From an optimization exercise on the open Yosys and OpenROAD flow, aimed at small area, a short achievable clock period and few clock cycles; shortcuts taken in it are not production practice.
In this exercise RTL edits were held to simulation tests only and were not proved equivalent to the original.
No activity file was given, so power comes from the tool's default toggle rates.

$ cat design/flow/design.v
`timescale 1ns/1ns
module cpu(
        input Clk,
        input Reset_N,
        output i_readM,
        output i_writeM,
        output [15:0] i_address,
        input [15:0] i_data,
        output d_readM,
        output d_writeM,
        output [15:0] d_address,
        input [15:0] d_data_in,
        output [15:0] d_data_out,
        output reg [15:0] num_inst,
        output reg [15:0] output_port,
        output is_halted
);
    assign i_readM = 1'b1;
    assign i_writeM = 1'b0;
    reg [7:0]  pc;
    reg [15:0] ir;
    reg        v_ex;
    reg [8:0]  pcp1_ex;
    reg        m_b, m_nb, m_imm, m_tcp, m_cin;      
    reg        x_br, x_jr, x_pt;                    
    reg [4:0]  sel_a, sel_b;                        
    reg [15:0] res;
    reg [15:0] sdata;
    reg [1:0]  rd_m;
    reg        we_m, ld_m, st_m, wwd_m, hlt_m, cnt_m;
    reg [15:0] r0, r1, r2, r3;
    wire [3:0] f_op = i_data[15:12];
    wire [5:0] f_fn = i_data[5:0];
    wire [1:0] f_rs = i_data[11:10];
    wire [1:0] f_rt = i_data[9:8];
    wire [7:0] f_imm = i_data[7:0];
    wire f_isR   = (f_op == 4'd15);
    wire f_r_alu = f_isR & ~f_fn[4];
    wire f_r_jr  = f_isR & f_fn[4] & ~f_fn[2];
    wire f_r_hlt = f_isR & f_fn[4] & f_fn[2] & f_fn[0];
    wire f_isBr  = (f_op[3:2] == 2'b00);
    wire f_jump  = f_op[3] & ~f_op[2] & (f_op[1] | f_op[0]);
    wire f_use_rs = ~((f_op == 4'd6) | (f_op == 4'd14) | f_jump | f_r_hlt);
    wire f_use_rt = (f_r_alu & ~f_fn[2]) | (f_isBr & ~f_op[1]) | (f_op == 4'd8);
    wire f_pt = f_isBr & (f_imm[7:5] == 3'b111);
    wire [8:0] pcp1 = {1'b0, pc} + 9'd1;
    wire [4:0] t_p = pc[4:0] ^ f_imm[4:0];
    wire [4:0] t_g = pc[4:0] & f_imm[4:0];
    wire c1 = pc[0] | f_imm[0];
    wire c2 = t_g[1] | (t_p[1] & pc[0]) | (t_p[1] & f_imm[0]);
    wire g32 = t_g[3] | (t_p[3] & t_g[2]);
    wire p32 = t_p[3] & t_p[2];
    wire c3 = t_g[2] | (t_p[2] & t_g[1]) | (t_p[2] & t_p[1] & pc[0]) | (t_p[2] & t_p[1] & f_imm[0]);
    wire c4 = g32 | (p32 & c2);
    wire c5 = t_g[4] | (t_p[4] & g32) | (t_p[4] & p32 & c2);
    wire [2:0] pc_hi_m1 = pc[7:5] - 3'd1;
    wire [7:0] f_btgt = {c5 ? pc[7:5] : pc_hi_m1, t_p ^ {c4, c3, c2, c1, 1'b1}};
    reg [7:0] f_rsv;
    always @(*) begin
        case (f_rs)
            2'd0: f_rsv = r0[7:0];
            2'd1: f_rsv = r1[7:0];
            2'd2: f_rsv = r2[7:0];
            default: f_rsv = r3[7:0];
        endcase
    end
    wire [3:0] op  = ir[15:12];
    wire [5:0] fn  = ir[5:0];
    wire [1:0] rs  = ir[11:10];
    wire [1:0] rt  = ir[9:8];
    wire [1:0] rdf = ir[7:6];
    wire [7:0] imm = ir[7:0];
    wire [15:0] simm = {{8{imm[7]}}, imm};
    wire isR    = (op == 4'd15);
    wire r_alu  = isR & ~fn[4];
    wire r_jrl  = isR & fn[4] & ~fn[2] & fn[1];
    wire r_wwd  = isR & fn[4] & fn[2] & ~fn[0];
    wire r_hlt  = isR & fn[4] & fn[2] & fn[0];
    wire isADI  = (op == 4'd4);
    wire isORI  = (op == 4'd5);
    wire isLHI  = (op == 4'd6);
    wire isLWD  = (op == 4'd7);
    wire isSWD  = (op == 4'd8);
    wire isJAL  = (op == 4'd10);
    wire isNOP  = (op == 4'd14);
    wire go = v_ex;
    wire [15:0] A = ({16{sel_a[0]}} & r0) | ({16{sel_a[1]}} & r1) | ({16{sel_a[2]}} & r2)
                  | ({16{sel_a[3]}} & r3) | ({16{sel_a[4]}} & res);
    wire [15:0] B = ({16{sel_b[0]}} & r0) | ({16{sel_b[1]}} & r1) | ({16{sel_b[2]}} & r2)
                  | ({16{sel_b[3]}} & r3) | ({16{sel_b[4]}} & res);
    wire [15:0] y = ({16{m_b}} & B) | ({16{m_nb}} & ~B) | ({16{m_imm}} & simm) | {16{m_tcp}};
    wire [15:0] pg = A ^ y;
    wire [15:0] gb = ({16{m_b}} & A & B) | ({16{m_nb}} & A & ~B) | ({16{m_imm}} & A & simm);
    wire c0x = (m_nb & (A[0] | ~B[0])) | (m_tcp & ~A[0]);
    wire c1x = gb[0] | c0x;
    wire [15:0] gg0 = {gb[15:1], c1x};
    wire [15:0] gp0 = {pg[15:1], 1'b0};
    wire [15:0] gg1, gp1, gg2, gp2, gg3, gp3, gg4;
    genvar gi;
    generate
        for (gi = 0; gi < 16; gi = gi + 1) begin : pfx
            if (gi == 1) begin : l1b
                assign gg1[gi] = gb[1] | (pg[1] & gb[0]) | (pg[1] & c0x);
                assign gp1[gi] = 1'b0;
            end else if (gi >= 2) begin : l1
                assign gg1[gi] = gg0[gi] | (gp0[gi] & gg0[gi-1]);
                assign gp1[gi] = gp0[gi] & gp0[gi-1];
            end else begin : l1n
                assign gg1[gi] = gg0[gi];
                assign gp1[gi] = gp0[gi];
            end
            if (gi >= 2) begin : l2
                assign gg2[gi] = gg1[gi] | (gp1[gi] & gg1[gi-2]);
                assign gp2[gi] = gp1[gi] & gp1[gi-2];
            end else begin : l2n
                assign gg2[gi] = gg1[gi];
                assign gp2[gi] = gp1[gi];
            end
            if (gi >= 4) begin : l3
                assign gg3[gi] = gg2[gi] | (gp2[gi] & gg2[gi-4]);
                assign gp3[gi] = gp2[gi] & gp2[gi-4];
            end else begin : l3n
                assign gg3[gi] = gg2[gi];
                assign gp3[gi] = gp2[gi];
            end
            if (gi >= 8) begin : l4
                assign gg4[gi] = gg3[gi] | (gp3[gi] & gg3[gi-8]);
            end else begin : l4n
                assign gg4[gi] = gg3[gi];
            end
        end
    endgenerate
    wire [15:0] sum = pg ^ {gg4[14:0], m_cin};
    reg [15:0] other;
    reg sel_sum;
    always @(*) begin
        sel_sum = 1'b0;
        other = A;                                             
        if (isR) begin
            if (fn[4]) begin
                if (fn[1]) other = {7'd0, pcp1_ex};            
            end else case (fn[2:0])
                3'd2: other = gb;
                3'd3: other = gb | pg;
                3'd4: other = ~A;
                3'd6: other = {A[14:0], 1'b0};
                3'd7: other = {A[15], A[15:1]};
                default: sel_sum = 1'b1;                       
            endcase
        end else if (isORI) other = gb | pg;
        else if (isLHI) other = {imm, 8'h00};
        else if (isJAL) other = {7'd0, pcp1_ex};
        else sel_sum = 1'b1;                                   
    end
    wire [15:0] alu = sel_sum ? sum : other;
    wire a_eq_b = (A == B);
    wire a_nz = |A;
    reg br_cond;
    always @(*) begin
        case (op[1:0])
            2'd0: br_cond = ~a_eq_b;           
            2'd1: br_cond = a_eq_b;            
            2'd2: br_cond = ~A[15] & a_nz;     
            default: br_cond = A[15];          
        endcase
    end
    wire [7:0] br_target = pcp1_ex[7:0] + imm;
    wire redirect = go & ((x_br & (br_cond ^ x_pt)) | (x_jr & (A[7:0] != pc)));
    wire [7:0] target = x_jr ? A[7:0] : x_pt ? pcp1_ex[7:0] : br_target;
    wire we_ex = r_alu | isADI | isORI | isLHI | isLWD | isJAL | r_jrl;
    wire [1:0] dst_ex = (isJAL | r_jrl) ? 2'd2 : isR ? rdf : rt;
    wire f_seq = ~(f_pt | f_jump | f_r_jr);
    wire keep = ~redirect & ~haz;
    wire s_red = Reset_N & redirect;
    wire s_hold = Reset_N & ~redirect & haz;
    wire s_bt = Reset_N & keep & f_pt;
    wire s_j = Reset_N & keep & f_jump;
    wire s_jr = Reset_N & keep & f_r_jr;
    wire s_seq = Reset_N & keep & f_seq;
    always @(posedge Clk) begin
        pc <= ({8{s_red}} & target) | ({8{s_hold}} & pc) | ({8{s_bt}} & f_btgt)
            | ({8{s_j}} & f_imm) | ({8{s_jr}} & f_rsv) | ({8{s_seq}} & pcp1[7:0]);
    end
    wire fwd_a_nx = go & we_ex & (dst_ex == f_rs);
    wire fwd_b_nx = go & we_ex & (dst_ex == f_rt);
    wire haz = go & isLWD & ((f_use_rs & (dst_ex == f_rs)) | (f_use_rt & (dst_ex == f_rt)));
    wire f_sub = f_isR & (f_fn[2:0] == 3'd1);
    wire f_tcp = f_isR & (f_fn[2:0] == 3'd5);
    always @(posedge Clk) begin
        v_ex <= Reset_N & ~redirect & ~haz;
        ir <= i_data;
        pcp1_ex <= pcp1;
        m_b <= f_isR & ~f_fn[2] & (f_fn[1:0] != 2'd1);
        m_nb <= f_sub;
        m_imm <= ~f_isR & ~f_isBr;
        m_tcp <= f_tcp;
        m_cin <= f_sub | f_tcp;
        x_br <= f_isBr & (|f_imm);
        x_pt <= f_pt;
        x_jr <= f_r_jr;
        sel_a <= fwd_a_nx ? 5'b10000 : {1'b0, f_rs == 2'd3, f_rs == 2'd2, f_rs == 2'd1, f_rs == 2'd0};
        sel_b <= fwd_b_nx ? 5'b10000 : {1'b0, f_rt == 2'd3, f_rt == 2'd2, f_rt == 2'd1, f_rt == 2'd0};
    end
    always @(posedge Clk) begin
        res   <= alu;
        sdata <= B;
        rd_m  <= dst_ex;
        we_m  <= go & we_ex;
        ld_m  <= go & isLWD;
        st_m  <= go & isSWD;
        wwd_m <= go & r_wwd;
        hlt_m <= go & r_hlt;
        cnt_m <= go & ~isNOP & ~r_hlt;
    end
    wire [15:0] wdata = Reset_N ? (ld_m ? d_data_in : res) : 16'd0;
    always @(posedge Clk) begin
        if (!Reset_N || (we_m && rd_m == 2'd0)) r0 <= wdata;
        if (!Reset_N || (we_m && rd_m == 2'd1)) r1 <= wdata;
        if (!Reset_N || (we_m && rd_m == 2'd2)) r2 <= wdata;
        if (!Reset_N || (we_m && rd_m == 2'd3)) r3 <= wdata;
    end
    always @(posedge Clk) begin
        if (!Reset_N) num_inst <= 16'd0;
        else num_inst <= num_inst + {15'd0, cnt_m};
        if (wwd_m) output_port <= res;
    end
    assign i_address = {8'd0, pc};
    assign d_readM = ld_m;
    assign d_writeM = st_m;
    assign d_address = res;
    assign d_data_out = sdata;
    assign is_halted = hlt_m;
endmodule
$ cat design/flow/standard.sh
#!/bin/bash
# synth_recipe.tcl (not shown) runs the flow's synth.tcl, then flattens the netlist and writes it again
# the make line also repeats each setting of config.mk as NAME=value (left out here)
make -C /OpenROAD-flow-scripts/flow DESIGN_CONFIG=/design/flow/config.mk WORK_HOME=/design/flow/orfs CLKGATE_MAP_FILE= SYNTH_SCRIPT=/design/flow/synth_recipe.tcl "${@:-finish}"
$ cat design/flow/config.mk
export PLATFORM = sky130hd
export DESIGN_NAME = cpu
export DESIGN_NICKNAME = cpu
export VERILOG_FILES = /design/flow/design.v
export SDC_FILE = /design/flow/constraint.sdc
export NUM_CORES = 4
export LEC_CHECK = 0
export ABC_CLOCK_PERIOD_IN_PS = 1500
export CAP_MARGIN = 20
export CORE_MARGIN = 2
export CORE_UTILIZATION = 40
export SLEW_MARGIN = 20
$ cat design/flow/constraint.sdc
create_clock -name core_clock -period 12.0 [get_ports {Clk}]
set_input_delay 2.4000 -clock core_clock [delete_from_list [all_inputs] [get_ports {Clk}]]
set_output_delay 2.4000 -clock core_clock [all_outputs]
set_load 0.01 [all_outputs]
$ cat design/flow/flow/run.sh
#!/bin/bash
# The standard layout (the standard.sh: ORFS from synthesis to the final
# layout, with config.mk's settings), with one change: every repair_timing
# step aims at a setup slack of 8.5 ns at the design's clock period, so gate
# sizing and buffering work on the paths that set the period the design
# achieves. The SDC, the clock period and the synthesis are the standard ones.
# make's output goes to standard_flow.log; each ORFS step writes its own log
# under orfs/logs/.
set -euo pipefail
bash standard.sh SETUP_SLACK_MARGIN=8.5 finish > standard_flow.log 2>&1
==> results of run 1 <==
## critical path: stages
cell and delay [ns]:
buf_2 0.27, a22o_1 0.25, o211ai_1 0.17, a21boi_4 0.26, o31ai_4 0.10, nand3_2 0.11
buf_6 0.13, o21ai_1 0.07, or4_1 0.50
## cells by family (layout without fill, tap and decap cells)
family / after synthesis / in the layout
flops: 186 / 186
mux: 33 / 33
buf+inv: 122 / 256
other cells: 2 / 10
compound gates: 387 / 387
fa+ha+maj: 19 / 19
simple gates: 428 / 428
xor+xnor: 82 / 82
## sequential cells by signal, summed over array words and instances (netlist names), 9 cells and up
register / cells
ir: 14
num_inst: 16
output_port: 16
pcp1_ex: 9
r0: 16
r1: 16
r2: 16
r3: 16
res: 16
sdata: 16
## per-stage QoR
| stage | power (mW) | utilization | cells | hold slack (ns) | area [sq um] |
|---|---|---|---|---|---|
| 3_3_place_gp | 1.520 | 0.4509 | 1667 | 0.5015 | 12490 |
| 2_1_floorplan | 1.262 | - | 1267 | 0.4814 | 11320 |
| 6_report | 2.187 | 0.5084 | 1779 | 0.4794 | 14080 |
| 5_1_grt | 2.281 | 0.5084 | 1779 | 0.5025 | 14080 |
| 4_1_cts | 2.133 | 0.4974 | 1749 | 0.4840 | 13780 |
| 3_5_place_dp | 1.528 | 0.4509 | 1667 | 0.5058 | 12490 |
## routing by layer
metal  GRT usage  share of wire
met1      0.3629           0.41
met3     0.05798           0.10
met4      0.1290          0.043
met5           0        0.00066
met2      0.4295           0.45
## placed cells by master (no fill, tap or decap), types with 14 or more instances in the layout
cell type and instances:
ha_1 16, clkdlybuf4s15_1 22, a21oi_1 68, o211ai_1 14
mux2i_1 25, buf_4 76, a222oi_1 31, a22oi_1 41
nor2b_1 25, edfxtp_1 80, dfxtp_2 18, clkbuf_2 25
nand3_1 22, inv_1 20, and2_1 26, clkdlybuf4s50_1 20
and3_1 18, nor2_1 86, xnor2_1 66, nand4_1 16
nand2_1 146, nor3_1 19, a211oi_1 15, dlygate4sd2_1 21
dfxtp_1 59, clkbuf_16 18, o21ai_0 78, dfxtp_4 29
## power by group through the flow
stage	Combinational (mW)	Sequential, mW	Clock [mW]
6_report	0.712	0.896	0.579
4_1_cts	0.655	0.895	0.582
3_3_place_gp	0.620	0.900	0
5_1_grt	0.767	0.904	0.610
2_1_floorplan	0.403	0.859	0
3_5_place_dp	0.626	0.901	0
## cells in the mapped netlist (9+ instances only)
master    number  share of area
a211oi_1      16          0.011
a21o_1        10         0.0067
a21oi_1       73          0.032
a221oi_1      10         0.0078
a222oi_1      31          0.028
a22oi_1       46          0.031
a31oi_1        9         0.0050
and2_1        26          0.014
and3_1        21          0.012
buf_2          9         0.0040
buf_4         12         0.0080
clkbuf_1      66          0.022
dfxtp_1      106           0.19
edfxtp_1      80           0.21
ha_1          18          0.020
inv_1         25         0.0083
mux2i_1       25          0.022
nand2_1      155          0.052
nand2b_1      11         0.0061
nand3_1       24          0.011
nand4_1       16         0.0089
nor2_1        87          0.029
nor2b_1       25          0.014
nor3_1        21         0.0093
o211ai_1      14         0.0093
o21ai_0       86          0.038
o311ai_0      10         0.0078
xnor2_1       69          0.054
xor2_1        13          0.010
## what timing repair did
action                                  4_1_cts  5_1_grt
resized for setup                           297       95
hold buffers                                  0        0
gates cloned                                  0        0
buffers inserted                             50       29
endpoints found under the setup margin      171       65
pin swaps                                    38       18
## layout make-up
| type | count | area (sq um) | share of cell area |
|---|---|---|---|
| multi-input cells | 959 | 6616 | 0.4698 |
| clock buffers | 20 | 478.0 | 0.03393 |
| clock inverters | 12 | 121.4 | 0.008617 |
| repair buffers | 197 | 1619 | 0.1150 |
| inverters | 27 | 121.4 | 0.008617 |
| flip-flops and latches | 186 | 4656 | 0.3305 |
| well taps | 378 | 473.0 | 0.03358 |
## path summary, 6_finish.rpt
| kind | from | to |
|---|---|---|
| min reg2reg | res[1]$_DFF_P_ | output_port[1]$_DFFE_PP_ |
| max reg2reg | sel_b[0]$_SDFF_PP0_ | pc[7]$_DFF_P_ |
| max | i_data[11] | pc[7]$_DFF_P_ |
| min | res[1]$_DFF_P_ | output_port[1]$_DFFE_PP_ |
==> reports/metrics.csv, run 1 <==
stage,metric,value,unit
hold_path,Hold Path Depth,0,
synth,Synth warnings,1,
route,DR iter-0 viols,1492,
timing,fin crit period,3.953,ns
outcome,run status,no timing/DRC/antenna violations,
setup_path,R2R Setup Slk,8.08,ns
timing,Final Hold Viols,0,
synth,Synth Register Bits,186,
pwr,pwr dens,155.3,nW/um^2
pwr,Internal Power,1.388,mW
final_layout,# diodes,0,
route,Total Wirelength,40950,um
synth,synthesized cell area,11250,sq um
synth,Synth Area in Adders,0.02180,
floorplan,die area,29480,sq um
hold_path,HP Class,reg -> reg,
global_routing,Overflow after GRT,0,
pwr,net switching share of the total power,0.3656,
synth,most common flop cell mapped by yosys,dfxtp_1,
synth,Compound-Gate Fraction of Synth Area,0.2398,
global_routing,first-pass GRT wire length,60700,um
global_routing,vias in the first global route,10160,
synth,post-synthesis mux area share,0.03826,
final_layout,layout cell share with drive strength beyond 1,0.2206,
place,hpwl dp,28080,um
floorplan,core area,27710,sq um
setup_path,CP Class,in -> reg,
timing,relative slew slack,0.2896,
timing,clk_skew,0.01156,ns
synth,sequential-to-total area share from yosys stat,0.4022,
synth,Post-synth EDFFs,80,
synth,Synth Area in XOR/XNOR,0.06385,
setup_path,Startpoint Class,input pin,
route,total vias in the final route,10990,
synth,Mapped Cells,1259,
clock_network,clk sink count,186,
setup_path,Worst Path Required,12.32,ns
final_layout,fillers,2631,
final_layout,nets,1441,
global_routing,pin count of the biggest net entering global routing,48,
timing,"Slew Viols, Final",0,
final_layout,Area Overhead vs Synth,25.22,%
flow_run,Max-cap violations,0,
floorplan,row cnt,61,
route,drt wl/cell,23.02,um
floorplan,Die H,171.7,um
setup_path,Reg2Reg Depth,10,
clock_network,Skew-Pair Late Insertion Delay,0.45,ns
timing,"Setup violations, final",0,
route,Residual DRC,0,
synth,ys async rst share,0,
route,Initial DRT Pass Iterations,6,
timing,Worst-Margin Slew,1.062,ns
setup_path,Critical Path Fanout Max,13,
setup_path,CP arrival,4.28,ns
floorplan,# IOs,119,
route,post-route ant nets,0,
global_routing,initial antenna violation count,3,
global_routing,Total GRT Usage,0.2747,
pwr,Seq pwr share,0.410,
place,Post-Place Worst Slack,6.234,ns
timing,f_max,0.2530,GHz
place,port bufs,108,
timing,fin crit share,0.3294,
setup_path,critical path endpoint category,flip-flop,
synth,syn avg cell area,8.934,sq um
pwr,Psw,799.7,uW
floorplan,initial core utilization,0.4060,
pwr,Leakage,5.415,nW
route,Vias per Instance,6.176,
floorplan,die span in x,171.7,um
clock_network,cts bufs inserted,17,
timing,RSZ-0062 raised after global routing,true,
timing,Total Neg Setup Slack,0,ns
clock_network,Clock Tree Buf Depth,2,
clock_network,CTS root buffer,clkbuf_16,
pwr,Combinational Power Share,0.326,
synth,Cell variety after synth,82,
pwr,Clock power frac,0.265,
pwr,VDD IR max,0.00008668,V
synth,Synth Area in Simple Gates,0.1850,
clock_network,clk slew on worst S/H paths,0.08,ns
synth,largest family of logic cells by synthesized area,compound AO/OA/AOI/OAI gates,
timing,setup slack after layout,8.047,ns
place,GP Congestion,0.9447,
clock_network,CTS tree,yes,
clock_network,H-tree depth,4,
Testbench counts, summed over its fixed seeds: cycles 39,466.
==> run 2: changes to the inputs <==
==> design/flow/flow/run.sh (replaced) <==
#!/bin/bash
# The standard layout (the standard.sh: ORFS from synthesis to the final
# layout, with config.mk's settings), with one change: every repair_timing
# step aims at a setup slack of 8.0 ns at the design's clock period, so gate
# sizing and buffering work on the paths that set the period the design
# achieves. The SDC, the clock period and the synthesis are the standard ones.
# make's output goes to standard_flow.log; each ORFS step writes its own log
# under orfs/logs/.
set -euo pipefail
bash standard.sh SETUP_SLACK_MARGIN=8.0 finish > standard_flow.log 2>&1
==> run 2 against run 1 <==
Compared with the run above:
- highest routed layer is now met4
- critical path depth up 2
- clock power about the same
- first-iteration DRC count up 1.1%
- largest cell class unchanged
- still clean
==> reports/metrics.csv, run 2 <==
stage,metric,value,unit,change
clock_network,H-tree depth,4,,unchanged
final_layout,layout cell share with drive strength beyond 1,0.1126,,-0.1080
outcome,run status,no timing/DRC/antenna violations,,
clock_network,Clock Tree Buf Depth,2,,unchanged
setup_path,critical-path cell list,buf_8 -> xor2_1 -> a32o_1 -> a32oi_2 -> o21bai_4 -> a21boi_4 -> o31ai_4 -> nand2_2 -> nor2_4 -> a22o_1 -> or4_1,,
setup_path,Worst Path Required,12.33,ns,about the same
flow_run,Max-cap violations,0,,unchanged
floorplan,# IOs,119,,unchanged
timing,worst hold slack,0.5246,ns,+0.04519 ns
place,GP Congestion,0.9409,,-0.40%
synth,cell with the most instances after synthesis,nand2_1,,
synth,ys async rst share,0,,unchanged
clock_network,cts bufs inserted,17,,unchanged
final_layout,most frequent cells in the layout,"154 x nand2_1, 95 x clkdlybuf4s50_1, 86 x nor2_1, 86 x dfxtp_1, 81 x o21ai_0",,
route,Total Wirelength,39420,um,-3.7%
global_routing,vias in the first global route,9967,,-1.9%
global_routing,Overflow after GRT,0,,unchanged
global_routing,first-pass GRT wire length,59480,um,-2.0%
clock_network,CTS tree,yes,,
hold_path,HP Start,num_inst[13]$_SDFF_PN0_,,
clock_network,Hold Buf Count CTS,0,,unchanged
synth,most common flop cell mapped by yosys,dfxtp_1,,
timing,f_max,0.2482,GHz,-1.9%
timing,"Setup violations, final",0,,unchanged
global_routing,pin count of the biggest net entering global routing,48,,unchanged
global_routing,initial antenna violation count,1,,-2
route,Vias per Instance,6.136,,-0.65%
synth,Synth warnings,1,,unchanged
timing,RSZ-0062 raised after global routing,true,,
timing,clk_skew,0.02187,ns,+0.01030 ns
final_layout,"commonest non-fill, non-tap cell in the layout",nand2_1,,
timing,relative slew slack,0.3338,,+0.04420
timing,fin crit period,4.030,ns,+0.07638 ns
setup_path,"Largest stage delay, worst path",0.52,ns,+0.02 ns
global_routing,Total GRT Usage,0.2676,,-0.007052
route,drt wl/cell,22.80,um,-0.97%
floorplan,Die H,171.7,um,unchanged
route,Initial DRT Pass Iterations,8,,+2
setup_path,crit path launch,i_data[9],,
synth,synth top area cells,"edfxtp_1 21%, dfxtp_1 19%, xnor2_1 5.4%",,
place,port bufs,108,,unchanged
final_layout,nets,1390,,-3.5%
synth,Synth area leader,edfxtp_1,,
floorplan,core area,27710,sq um,unchanged
clock_network,Skew-Pair Late Insertion Delay,0.46,ns,about the same
clock_network,clk sink count,186,,unchanged
synth,Synth Register Bits,186,,unchanged
setup_path,critical path endpoint category,flip-flop,,
setup_path,Critical Path Fanout Max,6,,-7
route,post-route ant nets,0,,unchanged
floorplan,die area,29480,sq um,unchanged
setup_path,CP max stage cell,or4_1,,
synth,Post-synth EDFFs,80,,unchanged
route,total vias in the final route,10610,,-3.4%
route,Residual DRC,0,,unchanged
synth,sequential-to-total area share from yosys stat,0.4022,,unchanged
synth,Mapped Cells,1259,,unchanged
floorplan,initial core utilization,0.4060,,unchanged
clock_network,clk slew on worst S/H paths,0.09,ns,about the same
timing,Worst-Margin Slew,0.9993,ns,-0.06237 ns
setup_path,Crit Reg-Reg Startpoint,sel_a[1]$_SDFF_PP0_,,
clock_network,CTS root buffer,clkbuf_16,,
pwr,pwr dens,157.8,nW/um^2,+1.6%
timing,Total Neg Setup Slack,0,ns,unchanged
setup_path,CP arrival,4.36,ns,+0.08 ns
floorplan,die span in x,171.7,um,unchanged
synth,synthesized cell area,11250,sq um,unchanged
synth,syn avg cell area,8.934,sq um,unchanged
timing,fin crit share,0.3358,,+0.006365
floorplan,row cnt,61,,unchanged
timing,Final Hold Viols,0,,unchanged
synth,Synth top area share,0.2136,,unchanged
hold_path,HP Class,reg -> reg,,
pwr,Leakage,4.959,nW,-8.4%
final_layout,Area Overhead vs Synth,19.57,%,
setup_path,Startpoint Class,input pin,,
route,DR iter-0 viols,1508,,+1.1%
setup_path,CP Class,in -> reg,,
place,hpwl dp,27850,um,-0.83%
timing,"Slew Viols, Final",0,,unchanged
pwr,VDD IR max,0.00007691,V,-11%
synth,synth cell count leaders,"155 x nand2_1, 106 x dfxtp_1, 87 x nor2_1",,
synth,Cell variety after synth,82,,unchanged
run 2: what timing repair did:
action | in CTS | in global routing
setup buffers | 15 | 6
setup endpoints to repair | 24 | 18
pin swaps | 19 | 12
gates resized for setup | 71 | 36
run 2: layout make-up:
class,instances,area (sq um)
Fill cell,2610,14260
Multi-Input combinational cell,959,6339
Sequential cell,186,4562
Timing Repair Buffer,146,1371
Tap cell,378,473.0
Clock buffer,17,425.4
Clock inverter,15,172.7
Inverter,27,103.9
Antenna cell,1,2.502
run 2: final timing paths:
| kind | to | slack (ns) | depth (start not counted) |
|---|---|---|---|
| worst min-delay path | num_inst[13]$_SDFF_PN0_ | 0.52 | 2 |
| worst max register to register | pc[7]$_DFF_P_ | 8.01 | 12 |
| worst max-delay path | pc[7]$_DFF_P_ | 7.97 | 11 |
| worst min register to register | num_inst[13]$_SDFF_PN0_ | 0.52 | 2 |
run 2: report_power, final:
group / internal (mW) / switching (mW)
logic: 0.282 / 0.371
registers: 0.773 / 0.121
clock network: 0.281 / 0.295
run 2: stage by stage:
stage	area [sq um]	instances	utilization	total power [mW]	setup WS, ns
after floorplan	11310	1267	-	1.262	7.790
after global placement	12540	1675	0.4526	1.523	6.191
final	13450	1729	0.4854	2.123	7.970
after CTS	13360	1722	0.4823	2.106	7.951
after detailed placement	12540	1675	0.4526	1.526	6.150
after global routing	13450	1728	0.4853	2.213	7.903
run 2: critical path, delay by kind of cell:
kind,cells,cell delay (ns)
AOI/OAI and AO/OA,6,0.98
xor gates and xnor gates,1,0.14
and+or+nand+nor,3,0.73
buffers and inverters,1,0.11
run 2: cell families (layout without fill, tap and decap cells):
| group | after synthesis | after routing | synth area share |
|---|---|---|---|
| other | 2 | 11 | 0.0006677 |
| flip-flops | 186 | 186 | 0.4022 |
| buffers and inverters | 122 | 205 | 0.04839 |
| AND/OR/NAND/NOR | 428 | 428 | 0.1850 |
| AO/OA/AOI/OAI | 387 | 387 | 0.2398 |
| adder cells (fa/ha/maj) | 19 | 19 | 0.02180 |
| multiplexers | 33 | 33 | 0.03826 |
| XOR/XNOR | 82 | 82 | 0.06385 |
run 2: layer usage:
metal / share of wire / vias to the layer above / GRT usage
met5: 0 / - / 0
met4: 0.018 / 0 / 0.07332
met3: 0.096 / 46 / 0.05269
met2: 0.47 / 608 / 0.4327
met1: 0.42 / 5110 / 0.3647
li1: - / 4845 / -
==> run 3: changes to the inputs <==
--- a/design/flow/design.v
+++ b/design/flow/design.v
@@ -42,7 +42,7 @@
     wire f_jump  = f_op[3] & ~f_op[2] & (f_op[1] | f_op[0]);
     wire f_use_rs = ~((f_op == 4'd6) | (f_op == 4'd14) | f_jump | f_r_hlt);
     wire f_use_rt = (f_r_alu & ~f_fn[2]) | (f_isBr & ~f_op[1]) | (f_op == 4'd8);
-    wire f_pt = f_isBr & (f_imm[7:5] == 3'b111);
+    wire f_pt = f_isBr & ((f_imm[7:5] == 3'b111) | ((f_imm[7:5] == 3'b000) & ~f_op[0]));
     wire [8:0] pcp1 = {1'b0, pc} + 9'd1;
     wire [4:0] t_p = pc[4:0] ^ f_imm[4:0];
     wire [4:0] t_g = pc[4:0] & f_imm[4:0];
@@ -54,7 +54,9 @@
     wire c4 = g32 | (p32 & c2);
     wire c5 = t_g[4] | (t_p[4] & g32) | (t_p[4] & p32 & c2);
     wire [2:0] pc_hi_m1 = pc[7:5] - 3'd1;
-    wire [7:0] f_btgt = {c5 ? pc[7:5] : pc_hi_m1, t_p ^ {c4, c3, c2, c1, 1'b1}};
+    wire [2:0] pc_hi_p1 = pc[7:5] + 3'd1;
+    wire [2:0] t_hi = f_imm[7] ? (c5 ? pc[7:5] : pc_hi_m1) : (c5 ? pc_hi_p1 : pc[7:5]);
+    wire [7:0] f_btgt = {t_hi, t_p ^ {c4, c3, c2, c1, 1'b1}};
     reg [7:0] f_rsv;
     always @(*) begin
         case (f_rs)
==> design/flow/flow/run.sh (replaced) <==
#!/bin/bash
# The standard layout (the standard.sh: ORFS from synthesis to the final
# layout, with config.mk's settings), with one change: every repair_timing
# step aims at a setup slack of 8.5 ns at the design's clock period, so gate
# sizing and buffering work on the paths that set the period the design
# achieves. The SDC, the clock period and the synthesis are the standard ones.
# make's output goes to standard_flow.log; each ORFS step writes its own log
# under orfs/logs/.
set -euo pipefail
bash standard.sh SETUP_SLACK_MARGIN=8.5 finish > standard_flow.log 2>&1
==> run 3 against run 2 <==
Compared with the run above:
- via count grew 3.4%
- non-clock buffer count grew 33
- critical endpoint is now pc[6]$_DFF_P_
- clock skew shrank 0.0084 ns
- synthesized area shrank 0.32%
- synthesized cell count grew 0.95%
- power grew 2.7%
- design area grew 2.6%
- hold slack lost 0.031 ns
==> reports/metrics.csv, run 3 <==
stage,metric,value,unit,change
synth,Synth Area in XOR/XNOR,0.06640,,+0.002550
global_routing,vias in the first global route,10270,,+3.1%
final_layout,most frequent cells in the layout,"139 x nand2_1, 115 x nor2_1, 97 x a21oi_1",,
synth,syn avg cell area,8.821,sq um,-1.3%
global_routing,pin count of the biggest net entering global routing,54,,+13%
synth,Synth top area share,0.2143,,+0.0006912
global_routing,initial antenna violation count,1,,unchanged
clock_network,Hold Buf Count CTS,0,,unchanged
route,post-route ant nets,0,,unchanged
route,Vias per Instance,6.192,,+0.92%
place,port bufs,108,,unchanged
setup_path,CP max stage cell,a221o_1,,
final_layout,# diodes,0,,-1
setup_path,Critical Path Fanout Max,3,,-3
place,hpwl dp,27970,um,+0.44%
timing,Worst-Margin Slew,0.9914,ns,-0.007951 ns
synth,Compound-Gate Fraction of Synth Area,0.2505,,+0.01071
floorplan,Die H,171.4,um,-0.16%
timing,Total Neg Setup Slack,0,ns,unchanged
floorplan,core area,27710,sq um,unchanged
synth,most common flop cell mapped by yosys,dfxtp_1,,
setup_path,Worst Path Required,12.34,ns,about the same
clock_network,clk sink count,186,,unchanged
timing,Final Hold Viols,0,,unchanged
synth,Cell variety after synth,71,,-13%
place,GP Congestion,0.9242,,-1.8%
clock_network,cts bufs inserted,17,,unchanged
route,drt wl/cell,22.58,um,-0.93%
floorplan,row cnt,61,,unchanged
final_layout,"commonest non-fill, non-tap cell in the layout",nand2_1,,
timing,relative slew slack,0.3366,,+0.002859
synth,ys async rst share,0,,unchanged
setup_path,critical-path cell list,buf_8 -> ha_4 -> o21a_1 -> o21a_1 -> o21ai_1 -> nand2b_1 -> a21oi_4 -> buf_4 -> nor3b_1 -> a21oi_1 -> o21ai_1 -> a221o_1 -> and3_1,,
timing,fin crit share,0.3269,,-0.008859
synth,synth cell count leaders,"143 x nand2_1, 117 x nor2_1, 106 x dfxtp_1",,
synth,Synth Register Bits,186,,unchanged
synth,Synth Area in Adders,0.02187,,+0.00007056
pwr,pwr dens,158.0,nW/um^2,about the same
synth,Synth warnings,1,,unchanged
floorplan,initial core utilization,0.4047,,-0.001310
synth,Synth area leader,edfxtp_1,,
final_layout,fin util,0.4983,,+0.01283
flow_run,Max-cap violations,0,,unchanged
synth,cell with the most instances after synthesis,nand2_1,,
synth,Post-synth EDFFs,80,,unchanged
final_layout,Area Overhead vs Synth,23.12,%,
outcome,run status,no timing/DRC/antenna violations,,
final_layout,design area,13800,sq um,+2.6%
clock_network,H-tree depth,4,,unchanged
setup_path,critical path endpoint category,flip-flop,,
route,total vias in the final route,10970,,+3.4%
floorplan,die span in x,171.4,um,-0.16%
synth,Mapped Cells,1271,,+0.95%
setup_path,Buf/Inv on CP,2,,+1
hold_path,HP Class,reg -> reg,,
synth,synthesized cell area,11210,sq um,-0.32%
global_routing,Total GRT Usage,0.2715,,+0.003883
route,Total Wirelength,40020,um,+1.5%
route,Initial DRT Pass Iterations,8,,unchanged
synth,post-synthesis mux area share,0.04118,,+0.002914
timing,fin crit period,3.923,ns,-0.1063 ns
timing,f_max,0.2549,GHz,+2.7%
setup_path,"delay-heaviest family, CP",compound AO/OA/AOI/OAI gates,,
setup_path,"Largest stage delay, worst path",0.33,ns,-0.19 ns
synth,synth top area cells,"edfxtp_1 21%, dfxtp_1 19%, nand2_1 4.8%",,
synth,largest family of logic cells by synthesized area,compound AO/OA/AOI/OAI gates,,
clock_network,Clock Tree Buf Depth,2,,unchanged
setup_path,Startpoint Class,input pin,,
pwr,VDD IR max,0.00009429,V,+23%
synth,Synth Area in Simple Gates,0.1716,,-0.01335
pwr,Leakage,5.198,nW,+4.8%
route,DR iter-0 viols,1365,,-9.5%
timing,RSZ-0062 raised after global routing,true,,
clock_network,clk slew on worst S/H paths,0.08,ns,about the same
setup_path,CP Class,in -> reg,,
floorplan,# IOs,119,,unchanged
setup_path,CP arrival,4.27,ns,-0.09 ns
clock_network,Skew-Pair Late Insertion Delay,0.44,ns,-0.02 ns
timing,"Setup violations, final",0,,unchanged
global_routing,Overflow after GRT,0,,unchanged
global_routing,first-pass GRT wire length,60750,um,+2.1%
synth,sequential-to-total area share from yosys stat,0.4035,,+0.001302
timing,"Slew Viols, Final",0,,unchanged
floorplan,die area,29380,sq um,-0.31%
clock_network,CTS tree,yes,,
clock_network,CTS root buffer,clkbuf_16,,
place,Area after DPL,12540,sq um,about the same
route,Residual DRC,0,,unchanged
timing,clk_skew,0.01344,ns,-0.008423 ns
final_layout,layout cell share with drive strength beyond 1,0.1693,,+0.05670
final_layout,fillers,2665,,+2.1%
final_layout,nets,1434,,+3.2%
## run 3: changes by cell type after synthesis, moves of 8 or more
cell / change
and4_1: +8
nand2_1: -12
xor2_1: +13
xnor2_1: -10
a221oi_1: +8
a21oi_1: +29
clkbuf_1: +10
nand3_1: +11
nor2b_1: -17
buf_2: -9
and2_1: -14
o311ai_0: -8
nor2_1: +30
## run 3: per-layer routing
metal	global-route usage	wire [um]	vias to the layer above
met5	0	13	-
met2	0.4280	17960	639
li1	-	-	5011
met3	0.04349	3595	99
met4	0.09175	1105	2
met1	0.3789	17340	5222
## run 3: cells by family after synthesis
family	count (synthesis)
muxes	36
AOI/OAI and AO/OA	409
adders and majority gates	19
DFF	186
other	2
buffers and inverters	120
xor gates and xnor gates	85
and+or+nand+nor	414
## run 3: report_power, final
| group | internal [mW] | total [mW] | switching [mW] |
|---|---|---|---|
| clock | 0.279 | 0.562 | 0.283 |
| combinational | 0.300 | 0.719 | 0.419 |
| sequential | 0.787 | 0.900 | 0.113 |
## run 3: layout make-up
class	count	area, sq um	share of cell area
multi-input cells	973	6477	0.4692
flip-flops and latches	186	4628	0.3353
repair buffers	179	1543	0.1118
well taps	378	473.0	0.03426
clock buffers	18	429.2	0.03109
clock inverters	14	152.6	0.01106
inverters	24	101.3	0.007342
## run 3: worst paths after layout
check                      start                         to  slack, ns  cells past startpoint
max                    i_data[1]              pc[6]$_DFF_P_       8.08                     13
min              res[10]$_DFF_P_  output_port[10]$_DFFE_PP_       0.49                      0
max reg2reg  sel_a[1]$_SDFF_PP0_              pc[2]$_DFF_P_       8.50                     10
min reg2reg      res[10]$_DFF_P_  output_port[10]$_DFFE_PP_       0.49                      0
## run 3: through the flow
step                cells  power (mW)  worst slack (ns)  hold WS (ns)
floorplan            1279       1.306             7.781        0.4753
global placement     1684       1.569             6.809        0.4935
detailed placement   1684       1.570             6.735        0.5000
CTS                  1755       2.160             8.072        0.4960
global route         1772       2.290             7.924        0.4996
finish               1772       2.180             8.077        0.4936
## run 3: repair_timing
action | 4_1_cts | 5_1_grt
setup endpoints to repair | 236 | 51
setup buffers | 39 | 17
gates resized for setup | 284 | 62
pin swaps | 40 | 28
Testbench counts of run 3, summed over its fixed seeds: cycles 38,905.
==> run 4: changes to the inputs <==
==> design/flow/flow/run.sh (replaced) <==
#!/bin/bash
# The standard layout (the standard.sh: ORFS from synthesis to the final
# layout, with config.mk's settings), with one change: every repair_timing
# step aims at a setup slack of 7.5 ns at the design's clock period, so gate
# sizing and buffering work on the paths that set the period the design
# achieves. The SDC, the clock period and the synthesis are the standard ones.
# make's output goes to standard_flow.log; each ORFS step writes its own log
# under orfs/logs/.
set -euo pipefail
bash standard.sh SETUP_SLACK_MARGIN=7.5 finish > standard_flow.log 2>&1
==> run 4 against run 3 <==
Compared with the run above:
- sequential share of layout area increased by 0.88 points
- cell count shrank 3.0%
- synthesized cell count did not move
- clock power grew 6.4%
- routed wire length shrank 3.6%
- global-route usage shrank 0.68 points
- design area down 4.6%
- largest power group unchanged
==> reports/metrics.csv, run 4 <==
stage,metric,value,unit,change
outcome,run status,no timing/DRC/antenna violations,,
floorplan,die span in x,171.4,um,unchanged
global_routing,vias in the first global route,9997,,-2.7%
floorplan,row cnt,61,,unchanged
setup_path,critical path endpoint category,flip-flop,,
pwr,Leakage,4.737,nW,-8.9%
route,Vias per Instance,6.266,,+1.2%
route,drt wl/cell,22.46,um,-0.56%
global_routing,initial antenna violation count,0,,-1
synth,synthesized cell area,11210,sq um,unchanged
setup_path,critical-path cell list,clkdlybuf4s50_1 -> or3_1 -> o21ai_1 -> nand2_2 -> inv_4 -> nor3_2 -> a222oi_1 -> o21ai_0 -> a221o_1 -> and3_1,,
synth,Cell variety after synth,71,,unchanged
hold_path,Hold Path Depth,2,,+2
timing,relative slew slack,0.2951,,-0.04153
floorplan,core area,27710,sq um,unchanged
clock_network,Skew-Pair Late Insertion Delay,0.44,ns,about the same
timing,clk_skew,0.01389,ns,+0.0004435 ns
route,DR iter-0 viols,1805,,+32%
timing,f_max,0.2283,GHz,-10%
timing,"Setup violations, final",0,,unchanged
floorplan,Die H,171.4,um,unchanged
final_layout,layout cell share with drive strength beyond 1,0.05821,,-0.1111
place,placed insts,1684,,unchanged
synth,Synth top area share,0.2143,,unchanged
synth,cell with the most instances after synthesis,nand2_1,,
synth,Post-synth EDFFs,80,,unchanged
global_routing,Overflow after GRT,0,,unchanged
hold_path,HP Class,reg -> reg,,
global_routing,pin count of the biggest net entering global routing,54,,unchanged
clock_network,Clock Tree Buf Depth,2,,unchanged
clock_network,CTS root buffer,clkbuf_16,,
timing,RSZ-0062 raised after global routing,false,,
route,Total Wirelength,38580,um,-3.6%
setup_path,Critical Path Fanout Max,9,,+6
setup_path,CP max stage cell,clkdlybuf4s50_1,,
final_layout,Area Overhead vs Synth,17.43,%,
hold_path,HP Start,num_inst[15]$_SDFF_PN0_,,
setup_path,Reg2Reg Depth,10,,unchanged
synth,ys async rst share,0,,unchanged
pwr,Internal Power,1.379,mW,+0.99%
clock_network,clk sink count,186,,unchanged
flow_run,Max-cap violations,0,,unchanged
route,Initial DRT Pass Iterations,9,,+1
clock_network,H-tree depth,4,,unchanged
clock_network,clk slew on worst S/H paths,0.08,ns,about the same
timing,fin crit share,0.3650,,+0.03809
route,total vias in the final route,10770,,-1.9%
setup_path,reg2reg end,res[14]$_DFF_P_,,
pwr,net switching share of the total power,0.3663,,-0.007616
synth,Synth warnings,1,,unchanged
synth,Mapped Cells,1271,,unchanged
timing,worst hold slack,0.5216,ns,+0.02801 ns
timing,fin crit period,4.380,ns,+0.4571 ns
pwr,pwr dens,165.2,nW/um^2,+4.6%
route,post-route ant nets,0,,unchanged
synth,Synth Register Bits,186,,unchanged
synth,syn avg cell area,8.821,sq um,unchanged
pwr,Seq pwr share,0.409,,-0.004
synth,synth top area cells,"edfxtp_1 21%, dfxtp_1 19%, nand2_1 4.8%",,
floorplan,# IOs,119,,unchanged
setup_path,Startpoint Class,input pin,,
synth,sequential-to-total area share from yosys stat,0.4035,,unchanged
place,hpwl dp,27660,um,-1.1%
setup_path,CP arrival,4.73,ns,+0.46 ns
timing,Final Hold Viols,0,,unchanged
place,GP Congestion,0.9473,,+2.5%
pwr,Clock power frac,0.275,,+0.017
floorplan,die area,29380,sq um,unchanged
pwr,Combinational Power Share,0.316,,-0.014
setup_path,Worst Path Required,12.35,ns,about the same
global_routing,Total GRT Usage,0.2647,,-0.006825
setup_path,R2R Setup Slk,7.76,ns,-0.74 ns
setup_path,"Largest stage delay, worst path",0.47,ns,+0.14 ns
global_routing,first-pass GRT wire length,59530,um,-2.0%
setup_path,Crit Reg-Reg Startpoint,sel_a[1]$_SDFF_PP0_,,
place,port bufs,108,,unchanged
final_layout,fin util,0.4752,,-0.02303
synth,most common flop cell mapped by yosys,dfxtp_1,,
final_layout,"commonest non-fill, non-tap cell in the layout",nand2_1,,
clock_network,CTS tree,yes,,
hold_path,Worst Hold End,num_inst[15]$_SDFF_PN0_,,
synth,Synth area leader,edfxtp_1,,
timing,setup slack after layout,7.620,ns,-0.4571 ns
final_layout,most frequent cells in the layout,"142 x nand2_1, 117 x nor2_1, 102 x clkdlybuf4s50_1",,
final_layout,# diodes,0,,unchanged
pwr,Psw,797.0,uW,-2.3%
floorplan,initial core utilization,0.4047,,unchanged
timing,Worst-Margin Slew,1.056,ns,+0.06451 ns
pwr,VDD IR max,0.00009729,V,+3.2%
setup_path,CP Class,in -> reg,,
timing,"Slew Viols, Final",0,,unchanged
place,Post-Place Worst Slack,6.726,ns,-0.008730 ns
synth,synth cell count leaders,"143 x nand2_1, 117 x nor2_1, 106 x dfxtp_1",,
final_layout,nets,1380,,-3.8%
clock_network,cts bufs inserted,17,,unchanged
timing,Total Neg Setup Slack,0,ns,unchanged
route,Residual DRC,0,,unchanged
final_layout,Post-Layout Cell Count,1718,,-3.0%
==> run 4: cell count changes in the layout (fill, tap and decap cells not counted), moves of 13 or more <==
cell and change:
buf_4 -45, buf_6 -13, clkbuf_2 -18, clkdlybuf4s15_1 -22
clkdlybuf4s50_1 +82, dfxtp_1 +38, dfxtp_2 -18, dfxtp_4 -20
dlygate4sd2_1 -26
==> run 4: area by class of cell <==
class	count	area, sq um
clock buffer	18	450.4
clock inverter	14	171.4
fill	2661	14540
inverter	24	92.59
multi-input combinational	973	6240
sequential	186	4531
tap	378	473.0
timing repair buffer	125	1209
==> run 4: what timing repair did <==
item | 4_1_cts | 5_1_grt
pin swaps | 1 | 1
endpoints found under the setup margin | 7 | 10
hold buffers | 0 | 0
gates resized for setup | 8 | 11
setup buffers | 1 | 1
hold endpoints to repair | 0 | 0
==> run 4: worst max path at each step <==
stage | from | endpoint | slack (ns) | cells after the start
finish | i_data[5] | pc[6]$_DFF_P_ | 7.62 | 10
global route | i_data[1] | pc[7]$_DFF_P_ | 7.50 | 12
CTS | i_data[5] | pc[6]$_DFF_P_ | 7.53 | 10
detailed placement | i_data[7] | pc[1]$_DFF_P_ | 6.73 | 9
global placement | i_data[7] | pc[1]$_DFF_P_ | 6.78 | 9
floorplan | i_data[7] | pc[6]$_DFF_P_ | 7.54 | 10
==> run 4: per-stage QoR <==
step	power [mW]	cell area, sq um
2_1_floorplan	1.303	11240
3_3_place_gp	1.567	12510
3_5_place_dp	1.569	12510
4_1_cts	2.170	13140
5_1_grt	2.280	13170
6_report	2.176	13170
==> run 4: cells by family (layout without fill, tap and decap cells) <==
logic type / count (synthesis) / in the layout / share of synthesized area
compound gates: 409 / 409 / 0.2505
xor+xnor: 85 / 85 / 0.06640
fa+ha+maj: 19 / 19 / 0.02187
buf+inv: 120 / 181 / 0.04419
flops: 186 / 186 / 0.4035
mux: 36 / 36 / 0.04118
other cells: 2 / 10 / 0.0006698
simple gates: 414 / 414 / 0.1716
==> run 4: power by group through the flow <==
| stage | combinational, mW | sequential [mW] | clock [mW] |
|---|---|---|---|
| detailed placement | 0.669 | 0.900 | 0 |
| floorplan | 0.438 | 0.865 | 0 |
| CTS | 0.677 | 0.888 | 0.606 |
| finish | 0.687 | 0.891 | 0.598 |
| global placement | 0.666 | 0.901 | 0 |
| global route | 0.749 | 0.903 | 0.629 |
==> run 4: per-layer routing <==
layer | track usage | wire, um | up-vias
met5 | 0 | 0 | -
met4 | 0.07811 | 977 | 0
li1 | - | - | 4898
met2 | 0.4027 | 16790 | 632
met1 | 0.3846 | 17040 | 5164
met3 | 0.04418 | 3781 | 71
==> run 4: critical path: cells and delay by family <==
family / cells / cell delay, ns
AO/OA/AOI/OAI: 4 / 0.93
buffers and inverters: 2 / 0.61
AND/OR/NAND/NOR: 4 / 0.80
==> run 5: changes to the inputs <==
==> design/flow/flow/run.sh (replaced) <==
#!/bin/bash
# The standard layout (the standard.sh: ORFS from synthesis to the final
# layout, with config.mk's settings), with two changes:
#  - every repair_timing step aims at a setup slack of 8.0 ns at the design's
#    clock period, so gate sizing and buffering work on the paths that set the
#    period the design achieves;
#  - the port buffers that buffer_ports puts on every input and output are
#    buf_1 cells (resized later as timing needs) instead of the delay-buffer
#    cells it picks by default.
# The SDC, the clock period and the synthesis are the standard ones.
# make's output goes to standard_flow.log; each ORFS step writes its own log
# under orfs/logs/.
set -euo pipefail
bash standard.sh SETUP_SLACK_MARGIN=8.0 "BUFFER_PORTS_ARGS=-buffer_cell sky130_fd_sc_hd__buf_1" finish > standard_flow.log 2>&1
==> run 5 against run 4 <==
Compared with the run above:
- still clean on timing, DRC and antenna
- power fell by 0.83%
- via count rose by 0.14%
- cell count rose by 0.99%
==> reports/metrics.csv, run 5 <==
stage,metric,value,unit,change
final_layout,nets,1396,,+1.2%
route,Residual DRC,0,,unchanged
clock_network,clk slew on worst S/H paths,0.08,ns,about the same
route,post-route ant nets,0,,unchanged
synth,Synth Area in Simple Gates,0.1716,,unchanged
synth,ys async rst share,0,,unchanged
floorplan,die area,29380,sq um,unchanged
final_layout,"commonest non-fill, non-tap cell in the layout",nand2_1,,
setup_path,CP arrival,4.36,ns,-0.37 ns
floorplan,row cnt,61,,unchanged
final_layout,layout cell share with drive strength beyond 1,0.08555,,+0.02734
place,port bufs,108,,unchanged
timing,"Setup violations, final",0,,unchanged
floorplan,initial core utilization,0.4047,,unchanged
synth,post-synthesis mux area share,0.04118,,unchanged
synth,cell with the most instances after synthesis,nand2_1,,
final_layout,fin util,0.4609,,-0.01432
global_routing,initial antenna violation count,0,,unchanged
pwr,pwr dens,169.0,nW/um^2,+2.3%
final_layout,multi-input logic area,6340,sq um,+1.6%
synth,Post-synth EDFFs,80,,unchanged
setup_path,CP Class,in -> reg,,
synth,most common flop cell mapped by yosys,dfxtp_1,,
clock_network,cts bufs inserted,17,,unchanged
final_layout,Post-Layout Cell Count,1735,,+0.99%
final_layout,fillers,2699,,+1.4%
synth,Synth top area share,0.2143,,unchanged
route,drt wl/cell,22.41,um,-0.20%
setup_path,Critical Path Fanout Max,5,,-4
timing,relative slew slack,0.3597,,+0.06455
synth,Compound-Gate Fraction of Synth Area,0.2505,,unchanged
place,GP Congestion,0.9383,,-0.95%
timing,fin crit period,3.993,ns,-0.3875 ns
timing,clk_skew,0.01839,ns,+0.004499 ns
global_routing,Total GRT Usage,0.2643,,-0.0004023
timing,"Slew Viols, Final",0,,unchanged
timing,worst hold slack,0.5178,ns,-0.003722 ns
clock_network,CTS tree,yes,,
floorplan,# IOs,119,,unchanged
timing,Final Hold Viols,0,,unchanged
synth,largest family of logic cells by synthesized area,compound AO/OA/AOI/OAI gates,,
final_layout,Area Overhead vs Synth,13.89,%,
global_routing,first-pass GRT wire length,58840,um,-1.2%
setup_path,critical path endpoint category,flip-flop,,
route,total vias in the final route,10780,,+0.14%
place,placed insts,1689,,+0.30%
clock_network,Skew-Pair Late Insertion Delay,0.45,ns,about the same
timing,RSZ-0062 raised after global routing,true,,
setup_path,Startpoint Class,input pin,,
floorplan,die span in x,171.4,um,unchanged
synth,Cell variety after synth,71,,unchanged
synth,Synth warnings,1,,unchanged
synth,Synth Register Bits,186,,unchanged
clock_network,CTS root buffer,clkbuf_16,,
timing,f_max,0.2505,GHz,+9.7%
floorplan,Die H,171.4,um,unchanged
timing,Worst-Margin Slew,0.9585,ns,-0.09736 ns
setup_path,Worst Path Required,12.37,ns,+0.02 ns
global_routing,Overflow after GRT,0,,unchanged
clock_network,Clock Tree Buf Depth,2,,unchanged
synth,sequential-to-total area share from yosys stat,0.4035,,unchanged
route,Vias per Instance,6.213,,-0.84%
synth,Synth area leader,edfxtp_1,,
synth,Mapped Cells,1271,,unchanged
clock_network,H-tree depth,4,,unchanged
route,Initial DRT Pass Iterations,6,,-3
route,Total Wirelength,38890,um,+0.78%
timing,setup slack after layout,8.007,ns,+0.3875 ns
timing,fin crit share,0.3327,,-0.03229
global_routing,pin count of the biggest net entering global routing,54,,unchanged
global_routing,vias in the first global route,9831,,-1.7%
clock_network,clk sink count,186,,unchanged
synth,synth cell count leaders,"143 x nand2_1, 117 x nor2_1, 106 x dfxtp_1",,
pwr,VDD IR max,0.0001258,V,+29%
pwr,Leakage,4.563,nW,-3.7%
place,Post-Place Worst Slack,7.244,ns,+0.5181 ns
outcome,run status,no timing/DRC/antenna violations,,
synth,Synth Area in XOR/XNOR,0.06640,,unchanged
floorplan,core area,27710,sq um,unchanged
route,DR iter-0 viols,1477,,-18%
timing,Total Neg Setup Slack,0,ns,unchanged
synth,synth top area cells,"edfxtp_1 21%, dfxtp_1 19%, nand2_1 4.8%",,
place,hpwl dp,27510,um,-0.54%
hold_path,HP Class,reg -> reg,,
final_layout,FF+latch area,4547,sq um,+0.36%
synth,Synth Area in Adders,0.02187,,unchanged
synth,syn avg cell area,8.821,sq um,unchanged
synth,synthesized cell area,11210,sq um,unchanged
final_layout,most frequent cells in the layout,"141 x nand2_1, 116 x nor2_1, 102 x buf_1",,
flow_run,Max-cap violations,0,,unchanged
==> run 5: cell counts after synthesis <==
Identical to the previous run, type by type.
==> run 5: cell families after synthesis <==
logic type / Yosys count
other cells: 2
mux: 36
xor+xnor: 85
fa+ha+maj: 19
buf+inv: 120
compound gates: 409
flops: 186
simple gates: 414
==> run 5: layout make-up <==
| cell class | instances | area share |
|---|---|---|
| clock buffers | 18 | 0.03361 |
| inverters | 24 | 0.007447 |
| multi-input cells | 973 | 0.4965 |
| diodes | 1 | 0.0001960 |
| flip-flops and latches | 186 | 0.3561 |
| well taps | 378 | 0.03704 |
| repair buffers | 141 | 0.05281 |
| clock inverters | 14 | 0.01636 |
==> run 5: final timing paths <==
kind                                         startpoint                      end  slack, ns  cells after the start
worst max-delay path                          i_data[1]            pc[7]$_DFF_P_       8.01                     11
worst max register to register      sel_a[3]$_SDFF_PP0_          res[14]$_DFF_P_       8.17                     13
worst min register to register  num_inst[15]$_SDFF_PN0_  num_inst[15]$_SDFF_PN0_       0.52                      2
worst min-delay path            num_inst[15]$_SDFF_PN0_  num_inst[15]$_SDFF_PN0_       0.52                      2
==> run 5: what timing repair did <==
item / CTS / global route
setup buffers: 3 / 10
gates resized for setup: 19 / 27
hold buffers: 0 / 0
setup endpoints to repair: 15 / 17
pin swaps: 3 / 14
==> run 5: worst max-delay path, cell delays in order <==
cell and delay [ns]:
buf_8 0.11, ha_4 0.23, o21a_1 0.11, o21a_1 0.20, o21ai_1 0.13, nand2b_1 0.14, a21oi_4 0.21, mux2_4 0.35
o31ai_4 0.19, a21oi_2 0.08, o31ai_1 0.21
==> run 5: layer usage <==
layer,share of wire,GRT usage,up-vias
met5,0,0,-
li1,-,-,4933
met3,0.097,0.05177,87
met2,0.44,0.3911,592
met4,0.029,0.1083,0
met1,0.44,0.3765,5168
==> run 5: power by group <==
group	switching (mW)	total, mW	internal [mW]
logic	0.397	0.645	0.248
clock network	0.262	0.618	0.355
registers	0.120	0.895	0.775
==> run 5: per-stage QoR <==
stage          cell area (sq um)  power (mW)
2_1_floorplan              11290       1.306
3_3_place_gp               11900       1.511
3_5_place_dp               11900       1.513
4_1_cts                    12620       2.142
5_1_grt                    12770       2.260
6_report                   12770       2.158
==> run 6: changes to the inputs <==
--- a/design/flow/config.mk
+++ b/design/flow/config.mk
@@ -9,4 +9,5 @@
 export CAP_MARGIN = 20
 export CORE_MARGIN = 2
 export CORE_UTILIZATION = 40
+export CTS_BUF_LIST = sky130_fd_sc_hd__clkbuf_8
 export SLEW_MARGIN = 20
==> run 6 against run 5 <==
Compared with the run above:
- hold slack better by 0.0068 ns
- design area is 2.1% lower
- sequential cell count stayed put
- register-to-register slack worse by 0.06 ns
- non-clock buffer count is 5 lower
- cell count is 0.29% lower
- first-iteration DRC count is 1.4% higher
- still clean
- highest routed layer unchanged
- routed wire length is 0.76% lower
- sequential share of layout area is 0.77 points higher
==> reports/metrics.csv, run 6 <==
stage,metric,value,unit,change
route,post-route ant nets,0,,unchanged
clock_network,clk sink count,186,,unchanged
synth,ys async rst share,0,,unchanged
synth,Synth warnings,1,,unchanged
route,Vias per Instance,6.159,,-0.87%
timing,"Setup violations, final",0,,unchanged
place,placed insts,1689,,unchanged
synth,synth top area cells,"edfxtp_1 21%, dfxtp_1 19%, nand2_1 4.8%",,
place,Post-Place Worst Slack,7.244,ns,unchanged
global_routing,pin count of the biggest net entering global routing,54,,unchanged
final_layout,most frequent cells in the layout,"141 x nand2_1, 116 x nor2_1, 102 x buf_1",,
clock_network,clk slew on worst S/H paths,0.12,ns,+0.04 ns
floorplan,die area,29380,sq um,unchanged
hold_path,HP Start,num_inst[15]$_SDFF_PN0_,,
floorplan,initial core utilization,0.4047,,unchanged
synth,Synth top area share,0.2143,,unchanged
flow_run,Max-cap violations,0,,unchanged
clock_network,H-tree depth,4,,unchanged
setup_path,CP Class,in -> reg,,
outcome,run status,no timing/DRC/antenna violations,,
synth,Mapped Cells,1271,,unchanged
route,Initial DRT Pass Iterations,9,,+3
floorplan,# IOs,119,,unchanged
final_layout,fillers,2735,,+1.3%
final_layout,layout cell share with drive strength beyond 1,0.07920,,-0.006345
hold_path,HP Class,reg -> reg,,
final_layout,nets,1391,,-0.36%
route,DR iter-0 viols,1497,,+1.4%
pwr,Psw,758.5,uW,-2.7%
synth,Synth Area in Simple Gates,0.1716,,unchanged
setup_path,critical path endpoint category,flip-flop,,
setup_path,crit path launch,i_data[1],,
global_routing,met2 global-route usage,0.3882,,-0.002968
synth,Synth Register Bits,186,,unchanged
global_routing,Total GRT Usage,0.2628,,-0.001507
route,drt wl/cell,22.31,um,-0.48%
setup_path,critical path endpoint,pc[6]$_DFF_P_,,
clock_network,CTS tree,yes,,
timing,clk_skew,0.02624,ns,+0.007854 ns
timing,Final Hold Viols,0,,unchanged
synth,Synth Area in XOR/XNOR,0.06640,,unchanged
synth,Synth area leader,edfxtp_1,,
route,total vias in the final route,10660,,-1.2%
place,port bufs,108,,unchanged
pwr,Clock power frac,0.237,,-0.049
synth,most common flop cell mapped by yosys,dfxtp_1,,
global_routing,GRT met1 Usage,0.3747,,-0.001706
setup_path,reg2reg end,res[14]$_DFF_P_,,
pwr,Leakage,4.444,nW,-2.6%
setup_path,Reg2Reg Depth,13,,unchanged
clock_network,CTS root buffer,clkbuf_8,,
pwr,VDD IR max,0.0001070,V,-15%
pwr,Pwr Total,2.010,mW,-6.8%
timing,Total Neg Setup Slack,0,ns,unchanged
final_layout,Post-Layout Cell Count,1730,,-0.29%
floorplan,die span in x,171.4,um,unchanged
timing,f_max,0.2526,GHz,+0.85%
timing,relative slew slack,0.3291,,-0.03059
synth,cell with the most instances after synthesis,nand2_1,,
final_layout,Area Overhead vs Synth,11.49,%,
timing,"Slew Viols, Final",0,,unchanged
floorplan,row cnt,61,,unchanged
clock_network,Skew-Pair Late Insertion Delay,0.50,ns,+0.05 ns
final_layout,multi-input logic area,6311,sq um,-0.45%
global_routing,first-pass GRT wire length,58480,um,-0.60%
timing,setup slack after layout,8.041,ns,+0.03355 ns
pwr,Combinational Power Share,0.318,,+0.019
synth,syn avg cell area,8.821,sq um,unchanged
clock_network,Clock Tree Buf Depth,2,,unchanged
synth,synth cell count leaders,"143 x nand2_1, 117 x nor2_1, 106 x dfxtp_1",,
synth,Cell variety after synth,71,,unchanged
pwr,pwr dens,160.8,nW/um^2,-4.8%
timing,worst hold slack,0.5247,ns,+0.006812 ns
synth,post-synthesis mux area share,0.04118,,unchanged
setup_path,CP arrival,4.37,ns,about the same
synth,Synth Area in Adders,0.02187,,unchanged
pwr,Seq pwr share,0.444,,+0.029
synth,largest family of logic cells by synthesized area,compound AO/OA/AOI/OAI gates,,
setup_path,Startpoint Class,input pin,,
synth,synthesized cell area,11210,sq um,unchanged
floorplan,core area,27710,sq um,unchanged
final_layout,"commonest non-fill, non-tap cell in the layout",nand2_1,,
route,Total Wirelength,38590,um,-0.76%
setup_path,Crit Reg-Reg Startpoint,sel_a[3]$_SDFF_PP0_,,
place,hpwl dp,27510,um,unchanged
pwr,net switching share of the total power,0.3773,,+0.01601
synth,sequential-to-total area share from yosys stat,0.4035,,unchanged
timing,Worst-Margin Slew,1.004,ns,+0.04578 ns
timing,RSZ-0062 raised after global routing,true,,
global_routing,M3 GR Usage,0.04901,,-0.002761
global_routing,initial antenna violation count,1,,+1
timing,fin crit period,3.959,ns,-0.03355 ns
route,Residual DRC,0,,unchanged
clock_network,cts bufs inserted,17,,unchanged
pwr,Internal Power,1.252,mW,-9.2%
setup_path,R2R Setup Slk,8.11,ns,-0.06 ns
synth,Post-synth EDFFs,80,,unchanged
final_layout,FF+latch area,4547,sq um,unchanged
global_routing,Overflow after GRT,0,,unchanged
place,GP Congestion,0.9383,,unchanged
setup_path,Critical Path Fanout Max,5,,unchanged
floorplan,Die H,171.4,um,unchanged
setup_path,Worst Path Required,12.41,ns,+0.04 ns
synth,Compound-Gate Fraction of Synth Area,0.2505,,unchanged
global_routing,vias in the first global route,9704,,-1.3%
global_routing,busiest layer in global routing,met2,,
timing,fin crit share,0.3299,,-0.002796
==> run 6: final cells by class <==
cell class | instances | area share
multi-input cells | 973 | 0.5049
flip-flops and latches | 186 | 0.3637
repair buffers | 136 | 0.05005
well taps | 378 | 0.03783
clock buffers | 17 | 0.01872
clock inverters | 15 | 0.01702
inverters | 24 | 0.007607
diodes | 1 | 0.0002002
==> run 6: repair_timing <==
action | CTS | global route
hold buffers | 0 | 0
setup buffers | 1 | 7
pin swaps | 2 | 10
resized for setup | 16 | 22
endpoints found under the setup margin | 15 | 17
==> run 6: worst min path at each step <==
stage                     cells after the start  slack (ns)                        to
after floorplan                               2        0.47              ld_m$_DFF_P_
after global placement                        2        0.49   num_inst[15]$_SDFF_PN0_
after detailed placement                      2        0.51   num_inst[15]$_SDFF_PN0_
after CTS                                     2        0.54   num_inst[15]$_SDFF_PN0_
after global routing                          0        0.55  output_port[8]$_DFFE_PP_
final                                         2        0.52   num_inst[15]$_SDFF_PN0_
==> run 6: kinds of logic (layout without fill, tap and decap cells) <==
kind of cell             Yosys count  in the layout
AND/OR/NAND/NOR                  414            414
flip-flops                       186            186
XOR/XNOR                          85             85
adder cells (fa/ha/maj)           19             19
other                              2             11
buffers and inverters            120            192
AO/OA/AOI/OAI                    409            409
multiplexers                      36             36
==> run 6: critical path, stage by stage <==
cell,delay [ns]
buf_4,0.14
ha_4,0.21
o21a_1,0.11
o21a_1,0.20
o21ai_1,0.12
nand2b_1,0.14
a21oi_4,0.21
buf_4,0.14
nor3b_1,0.04
a21oi_1,0.13
o21ai_1,0.08
a221o_1,0.31
and3_1,0.14
==> run 6: per-stage QoR <==
stage	util	instance area [sq um]
floorplan	-	11290
global placement	0.4296	11900
detailed placement	0.4296	11900
CTS	0.4475	12400
global route	0.4511	12500
finish	0.4512	12500
==> run 6: power groups by stage <==
stage | clock, mW | sequential (mW) | combinational (mW)
after floorplan | 0 | 0.865 | 0.440
after global placement | 0 | 0.901 | 0.611
after detailed placement | 0 | 0.901 | 0.612
after CTS | 0.488 | 0.889 | 0.619
after global routing | 0.510 | 0.903 | 0.698
final | 0.477 | 0.893 | 0.640
==> run 6: routing by layer <==
| metal | wire (um) | up-vias |
|---|---|---|
| met3 | 3601 | 85 |
| met1 | 17020 | 5099 |
| met5 | 0 | - |
| met2 | 16740 | 552 |
| met4 | 1230 | 0 |
| li1 | - | 4919 |

static timing again, ports no longer ideal:
How much do the figures lean on ideal ports? The routed layouts below were timed once more, with nothing changed but the port constraints. Step 1: set_driving_cell puts a clkbuf_16 on Clk and a buf_2 on each other input, an assumption about the parent block. Step 2 moves the port delays by t, midway between the first and last clock arrival at a register: inputs arrive t later, outputs are due t later. That takes back most of the time a late clock gives input paths. Slacks: ideal ports / drivers / drivers and shift; pairs: ideal ports / drivers.
| run | t, ns | setup slack, ns | hold slack, ns | worst register clock-pin slew, ns | cell pins on the clock port's net |
|---|---|---|---|---|---|
| run 1 | 0.490 | 8.047 / 8.060 / 7.570 | 0.479 / 0.479 / 0.479 | 0.08 / 0.08 | 1 |
| run 2 | 0.497 | 7.970 / 7.969 / 7.472 | 0.525 / 0.525 / 0.525 | 0.09 / 0.09 | 1 |
| run 3 | 0.485 | 8.077 / 8.063 / 7.602 | 0.494 / 0.494 / 0.494 | 0.08 / 0.08 | 1 |
| run 4 | 0.485 | 7.620 / 7.644 / 7.159 | 0.522 / 0.522 / 0.522 | 0.08 / 0.08 | 1 |
| run 5 | 0.487 | 8.007 / 8.009 / 7.522 | 0.518 / 0.518 / 0.518 | 0.08 / 0.08 | 1 |
| run 6 | 0.532 | 8.041 / 8.051 / 7.519 | 0.525 / 0.525 / 0.525 | 0.12 / 0.12 | 1 |
After both steps every run listed still meets setup and hold. The setup slack of run 6, which loses most, moves by +0.010 ns with the drivers and by -0.522 ns with both steps.
